From an optimization exercise on the open Yosys and OpenROAD flow, aimed at small area, a short achievable clock period and few clock cycles per item; shortcuts taken in it are not production practice. Only simulation tests tie the RTL to the original design; equivalence was not proved.

Design tv_div, start of the top module:
module tv_div (
    input  logic        clk,
    input  logic        rst_n,
    input  logic        start,          
    input  logic        op_unsigned,    
    input  logic        op_rem,         
    input  logic [31:0] dividend,
    input  logic [31:0] divisor,
    output logic        busy,
    output logic        result_valid,
    output logic [31:0] result
);
==> flow/config.mk <==
export PLATFORM = sky130hd
export DESIGN_NAME = tv_div
export DESIGN_NICKNAME = tv_div
export VERILOG_FILES = /design/flow/design.v
export SDC_FILE = /design/flow/constraint.sdc
export NUM_CORES = 4
export LEC_CHECK = 0
export ABC_AREA = 1
export CAP_MARGIN = 20
export CORE_MARGIN = 2
export CORE_UTILIZATION = 40
export SETUP_SLACK_MARGIN = 2.5
export SLEW_MARGIN = 20
==> flow/constraint.sdc <==
create_clock -name core_clock -period 7.5 [get_ports {clk}]
set_input_delay 1.5000 -clock core_clock [delete_from_list [all_inputs] [get_ports {clk}]]
set_output_delay 1.5000 -clock core_clock [all_outputs]
set_load 0.01 [all_outputs]
standard.sh (not shown) runs the stock make flow with config.mk's settings and CLKGATE_MAP_FILE= SYNTH_SCRIPT=/design/flow/synth_recipe.tcl, a recipe that flattens the netlist after the stock synthesis.
==> flow/flow/run.sh <==
#!/bin/bash
# The standard layout, with the port buffers made of plain buffers (buf_2) instead of the
# default delay-buffer cell, and the resizer free to pick any cell footprint.
set -euo pipefail
bash standard.sh BUFFER_PORTS_ARGS="-buffer_cell sky130_fd_sc_hd__buf_2" MATCH_CELL_FOOTPRINT=0 finish > make_finish.log 2>&1
Testbench counts at the start, summed over its fixed seeds: cycles 10,379, divides 2,400.
Change:
--- a/flow/config.mk
+++ b/flow/config.mk
@@ -12 +12 @@
-export SETUP_SLACK_MARGIN = 2.5
+export SETUP_SLACK_MARGIN = 3.0
The new run completed with no timing, DRC or antenna violations.
Area after synthesis is unchanged.
Synthesized cell count does not change.
Cell area climbs by 14%.
Via count went up by 5.7%.
Worst setup slack improves by 240 ps.
Cell count rose by 3.0%.
Count of clock-buffer cells in the layout does not change.
Core utilization rises by 6.8 points.
Change:
==> flow/flow/run.sh (replaced) <==
#!/bin/bash
# The standard layout, with the port buffers made of plain buffers (buf_4) instead of the
# default delay-buffer cell, and the resizer free to pick any cell footprint.
set -euo pipefail
bash standard.sh BUFFER_PORTS_ARGS="-buffer_cell sky130_fd_sc_hd__buf_4" MATCH_CELL_FOOTPRINT=0 finish > make_finish.log 2>&1
The changed run completed without violations.
Critical path depth came out higher by 1.
First-iteration DRC count came out higher by 12%.
Wire length came out lower by 0.87%.
Die area does not change.
Cell count came out higher by 0.47%.
Clock skew came out lower by 4.6 ps.
Change:
==> flow/flow/run.sh (replaced) <==
#!/bin/bash
# The standard layout, with the port buffers made of plain buffers (buf_2) instead of the
# default delay-buffer cell, and the resizer free to pick any cell footprint.
set -euo pipefail
bash standard.sh BUFFER_PORTS_ARGS="-buffer_cell sky130_fd_sc_hd__buf_2" MATCH_CELL_FOOTPRINT=0 finish > make_finish.log 2>&1
--- a/flow/config.mk
+++ b/flow/config.mk
@@ -12 +12,2 @@
-export SETUP_SLACK_MARGIN = 3.0
+export GPL_ROUTABILITY_DRIVEN = 0
+export SETUP_SLACK_MARGIN = 2.5
Outcome: The new run completed with no timing, DRC or antenna violations; area after synthesis is unchanged; utilization decreases by 8.1 points; wire length decreases by about a fifth; first-iteration DRC count decreases by about a fifth; final cell count decreases by a few percent; sequential share of layout area increases by 2.0 points; count of clock-buffer cells in the layout is unchanged; clock skew decreases by 5.4 ps; critical path depth increases by 1; maximum frequency decreases by a few percent.
Change:
==> flow/flow/run.sh (replaced) <==
#!/bin/bash
# The standard layout, with the port buffers made of plain buffers (buf_1) instead of the
# default delay-buffer cell, and the resizer free to pick any cell footprint.
set -euo pipefail
bash standard.sh BUFFER_PORTS_ARGS="-buffer_cell sky130_fd_sc_hd__buf_1" MATCH_CELL_FOOTPRINT=0 finish > make_finish.log 2>&1
--- a/flow/config.mk
+++ b/flow/config.mk
@@ -12,0 +13 @@
+export PLACE_DENSITY = 0.5
Outcome: The new run finished with timing, DRC and antenna clean; worst setup slack improves by 76 ps; synthesized area is unchanged; non-clock buffer count is lower by 13; clock-buffer cell count stays the same; sequential cell count stays the same; maximum frequency grows by 1.6%; final area shrinks by 0.87%.
Change:
--- a/flow/config.mk
+++ b/flow/config.mk
@@ -13 +13 @@
-export PLACE_DENSITY = 0.5
+export PLACE_DENSITY = 0.75
What happened: Routed wire length went down by 5.5%; final area went down by 1.7%; critical path depth went down by 2.

== run 1 ==
Starting RTL as in the previous note.
clock: 7.5 ns
lec_check: 0
abc_area: 1
cap_margin: 20
core_margin: 2
core_utilization: 40
gpl_routability_driven: 0
gpl_timing_driven: 0
setup_slack_margin: 2.5
slew_margin: 20
==> flow/flow/run.sh <==
#!/bin/bash
# The standard layout, with the port buffers made of plain buffers (buf_2) instead of the
# default delay-buffer cell, and the resizer free to pick any cell footprint.
set -euo pipefail
bash standard.sh BUFFER_PORTS_ARGS="-buffer_cell sky130_fd_sc_hd__buf_2" MATCH_CELL_FOOTPRINT=0 finish > make_finish.log 2>&1
Run 1 was carried through to the last stage, and its layout satisfied the timing, design-rule and antenna checks.
Testbench counts of run 1, summed over its fixed seeds: cycles 10,379, divides 2,400.
--- input diff run 1..run 2 ---
# run 1
export LEC_CHECK = 0
export ABC_AREA = 1
export CAP_MARGIN = 20
export CORE_MARGIN = 2
export CORE_UTILIZATION = 40
export GPL_ROUTABILITY_DRIVEN = 0
export GPL_TIMING_DRIVEN = 0
export SETUP_SLACK_MARGIN = 2.5
export SLEW_MARGIN = 20
create_clock -name core_clock -period 7.5 [get_ports {clk}]
# run 2
export LEC_CHECK = 0
export ABC_AREA = 1
export CAP_MARGIN = 20
export CORE_MARGIN = 2
export CORE_UTILIZATION = 40
export GPL_ROUTABILITY_DRIVEN = 0
export SETUP_SLACK_MARGIN = 2.3
export SLEW_MARGIN = 20
create_clock -name core_clock -period 7.5 [get_ports {clk}]
==> flow/flow/run.sh <==
#!/bin/bash
# The standard layout, with the port buffers made of plain buffers (buf_1) instead of the
# default delay-buffer cell, and the resizer free to pick any cell footprint.
set -euo pipefail
bash standard.sh BUFFER_PORTS_ARGS="-buffer_cell sky130_fd_sc_hd__buf_1" MATCH_CELL_FOOTPRINT=0 finish > make_finish.log 2>&1
[summary]
Run 2 went all the way through synthesis, placement and routing and the layout is clean on timing, DRC and antenna. What run 1 reported for non-clock buffer count has to be multiplied by 0.60 to get the figure for run 2. Delta (run 2 minus run 1): area added between synthesis and finish lost 5.4 points. sky130_fd_sc_hd__dfxtp_4 as the master of the slowest instance on the critical path was reported by run 1, and sky130_fd_sc_hd__dfxtp_1 by run 2.
[inputs] run 3 vs run 2
# run 2
export LEC_CHECK = 0
export ABC_AREA = 1
export CAP_MARGIN = 20
export CORE_MARGIN = 2
export CORE_UTILIZATION = 40
export GPL_ROUTABILITY_DRIVEN = 0
export SETUP_SLACK_MARGIN = 2.3
export SLEW_MARGIN = 20
create_clock -name core_clock -period 7.5 [get_ports {clk}]
# run 3
export LEC_CHECK = 0
export CAP_MARGIN = 20
export CORE_MARGIN = 2
export CORE_UTILIZATION = 40
export GPL_ROUTABILITY_DRIVEN = 0
export SETUP_SLACK_MARGIN = 2.5
export SLEW_MARGIN = 20
create_clock -name core_clock -period 7.5 [get_ports {clk}]
## What came out
Relative to run 2, maximum clock rate has gone down in run 3. Run 3 ends up with lower cell count than run 2 does. The flow did not stop early for run 3: all stages ran, and the layout cleared the timing, design-rule and antenna checks. In run 3, the die width came out 1.8% below the value in run 2.
What run 4 does differently from run 3 at the input level:
# run 3
export LEC_CHECK = 0
export CAP_MARGIN = 20
export CORE_MARGIN = 2
export CORE_UTILIZATION = 40
export GPL_ROUTABILITY_DRIVEN = 0
export SETUP_SLACK_MARGIN = 2.5
export SLEW_MARGIN = 20
create_clock -name core_clock -period 7.5 [get_ports {clk}]
# run 4
export LEC_CHECK = 0
export ABC_AREA = 1
export CAP_MARGIN = 20
export CORE_MARGIN = 2
export CORE_UTILIZATION = 40
export GPL_ROUTABILITY_DRIVEN = 0
export SETUP_SLACK_MARGIN = 2.8
export SLEW_MARGIN = 20
create_clock -name core_clock -period 7.5 [get_ports {clk}]
==> flow/flow/run.sh <==
#!/bin/bash
# The standard layout, with the port buffers made of plain buffers (buf_2) instead of the
# default delay-buffer cell, and the resizer free to pick any cell footprint.
set -euo pipefail
bash standard.sh BUFFER_PORTS_ARGS="-buffer_cell sky130_fd_sc_hd__buf_2" MATCH_CELL_FOOTPRINT=0 finish > make_finish.log 2>&1
[summary]
The higher cell count after synthesis came out of run 4. Total buffers and inverters traversed by the critical path was lower in the run labelled run 3. ~same number of sinks driven by the clock tree in run 4 and run 3. The fraction of synthesized cell area in xor and xnor cells of run 4 is lower than that of run 3.
--- input diff run 4..run 5 ---
# run 4
export LEC_CHECK = 0
export ABC_AREA = 1
export CAP_MARGIN = 20
export CORE_MARGIN = 2
export CORE_UTILIZATION = 40
export GPL_ROUTABILITY_DRIVEN = 0
export SETUP_SLACK_MARGIN = 2.8
export SLEW_MARGIN = 20
create_clock -name core_clock -period 7.5 [get_ports {clk}]
# run 5
export LEC_CHECK = 0
export ABC_AREA = 1
export CAP_MARGIN = 20
export CORE_MARGIN = 2
export CORE_UTILIZATION = 40
export GPL_ROUTABILITY_DRIVEN = 0
export SETUP_SLACK_MARGIN = 2.5
export SLEW_MARGIN = 20
create_clock -name core_clock -period 7.5 [get_ports {clk}]
==> flow/flow/run.sh <==
#!/bin/bash
# The standard layout, with the port buffers made of plain buffers (buf_1) instead of the
# default delay-buffer cell, and the resizer free to pick any cell footprint.
set -euo pipefail
bash standard.sh BUFFER_PORTS_ARGS="-buffer_cell sky130_fd_sc_hd__buf_1" MATCH_CELL_FOOTPRINT=0 finish > make_finish.log 2>&1
- Share of the core filled with cells in the final layout, run 5 and run 4: lower on run 5
- Fmax: run 5 below run 4
- On count of multi-input gates, run 5 and run 4 are neck and neck.
- [compare] base=run 4 new=run 5: total stage count of the critical path increased 3.7%; final cell count lower.
- Total met2 wirelength after detailed routing (run 5 / run 4): 0.910
- The final period demand of the worst path in run 5 sits 0.10 ns above the value recorded for run 4.
- Compared run 5 vs run 4, and standard cell area after detailed placement is down in run 5.
--- input diff run 5..run 6 ---
# run 5
export LEC_CHECK = 0
export ABC_AREA = 1
export CAP_MARGIN = 20
export CORE_MARGIN = 2
export CORE_UTILIZATION = 40
export GPL_ROUTABILITY_DRIVEN = 0
export SETUP_SLACK_MARGIN = 2.5
export SLEW_MARGIN = 20
create_clock -name core_clock -period 7.5 [get_ports {clk}]
# run 6
export LEC_CHECK = 0
export ABC_AREA = 1
export CAP_MARGIN = 20
export CORE_MARGIN = 2
export CORE_UTILIZATION = 50
export GPL_ROUTABILITY_DRIVEN = 0
export SETUP_SLACK_MARGIN = 2.5
export SLEW_MARGIN = 20
create_clock -name core_clock -period 7.5 [get_ports {clk}]
[summary]
Re final-report setup violation count: no difference whatsoever between run 6 and run 5. Re worst setup slack: run 6 and run 5 aren't equal, and the lower value belongs to run 6. Run 5 closes out successfully: all stages finished, all timing, DRC and antenna checks passed. Run 6 | stages: all done | timing, DRC, antenna: all pass. Routed wire in run 6 totals more than in run 5. Critical path endpoint: r[29] -> run 6, r[26] -> run 5. Going from run 5 to run 6, the maximum clock skew at final layout was found to have gone up by 0.0057 ns. Measured against each other, run 6 and run 5 differ in worst hold margin, the higher figure coming from run 5.

[port drivers added, routing unchanged]
The results above use ideal ports. As a check the final layouts listed here were re-extracted and re-timed, cells and wires unchanged.
Step 1: set_driving_cell puts a clkbuf_16 on clk and a buf_2 on each other input, an assumption about the parent block.
Step 2 times the ports against the registers' clock, not the clock port: input delays grow and output delays shrink by t, the midpoint of the rising clock arrivals with the driver on.
Three values: ideal ports, drivers, drivers and shift; two values: the first two.
| run | t, ns | slack for setup (ns) | hold WS [ns] | worst register clock-pin slew, ns | worst slew at a driven data input, ns |
|---|---|---|---|---|---|
| the first run of note 1 | 0.424 | 2.617 / 2.617 / 2.617 | 0.470 / 0.470 / 0.470 | 0.09 / 0.09 | 0.07 |
| the second run of note 1 | 0.429 | 2.853 / 2.853 / 2.853 | 0.467 / 0.467 / 0.467 | 0.10 / 0.10 | 0.06 |
| the third run of note 1 | 0.427 | 2.888 / 2.888 / 2.888 | 0.469 / 0.469 / 0.469 | 0.09 / 0.09 | 0.08 |
| the fourth run of note 1 | 0.419 | 2.602 / 2.602 / 2.602 | 0.478 / 0.478 / 0.478 | 0.09 / 0.09 | 0.07 |
| the fifth run of note 1 | 0.435 | 2.678 / 2.678 / 2.678 | 0.465 / 0.465 / 0.465 | 0.09 / 0.09 | 0.08 |
| the sixth run of note 1 | 0.410 | 2.497 / 2.497 / 2.497 | 0.470 / 0.470 / 0.470 | 0.08 / 0.08 | 0.05 |
| run 1 | 0.409 | 2.515 / 2.515 / 2.515 | 0.465 / 0.465 / 0.465 | 0.09 / 0.09 | 0.04 |
| run 2 | 0.428 | 2.448 / 2.448 / 2.448 | 0.471 / 0.471 / 0.471 | 0.09 / 0.09 | 0.07 |
| run 3 | 0.416 | 1.557 / 1.557 / 1.557 | 0.464 / 0.464 / 0.464 | 0.09 / 0.09 | 0.05 |
| run 4 | 0.421 | 2.733 / 2.733 / 2.733 | 0.467 / 0.467 / 0.467 | 0.09 / 0.09 | 0.07 |
| run 5 | 0.430 | 2.630 / 2.630 / 2.630 | 0.472 / 0.472 / 0.472 | 0.09 / 0.09 | 0.06 |
| run 6 | 0.430 | 2.572 / 2.572 / 2.572 | 0.468 / 0.468 / 0.468 | 0.09 / 0.09 | 0.07 |
After both steps setup and hold are still met in every run listed.
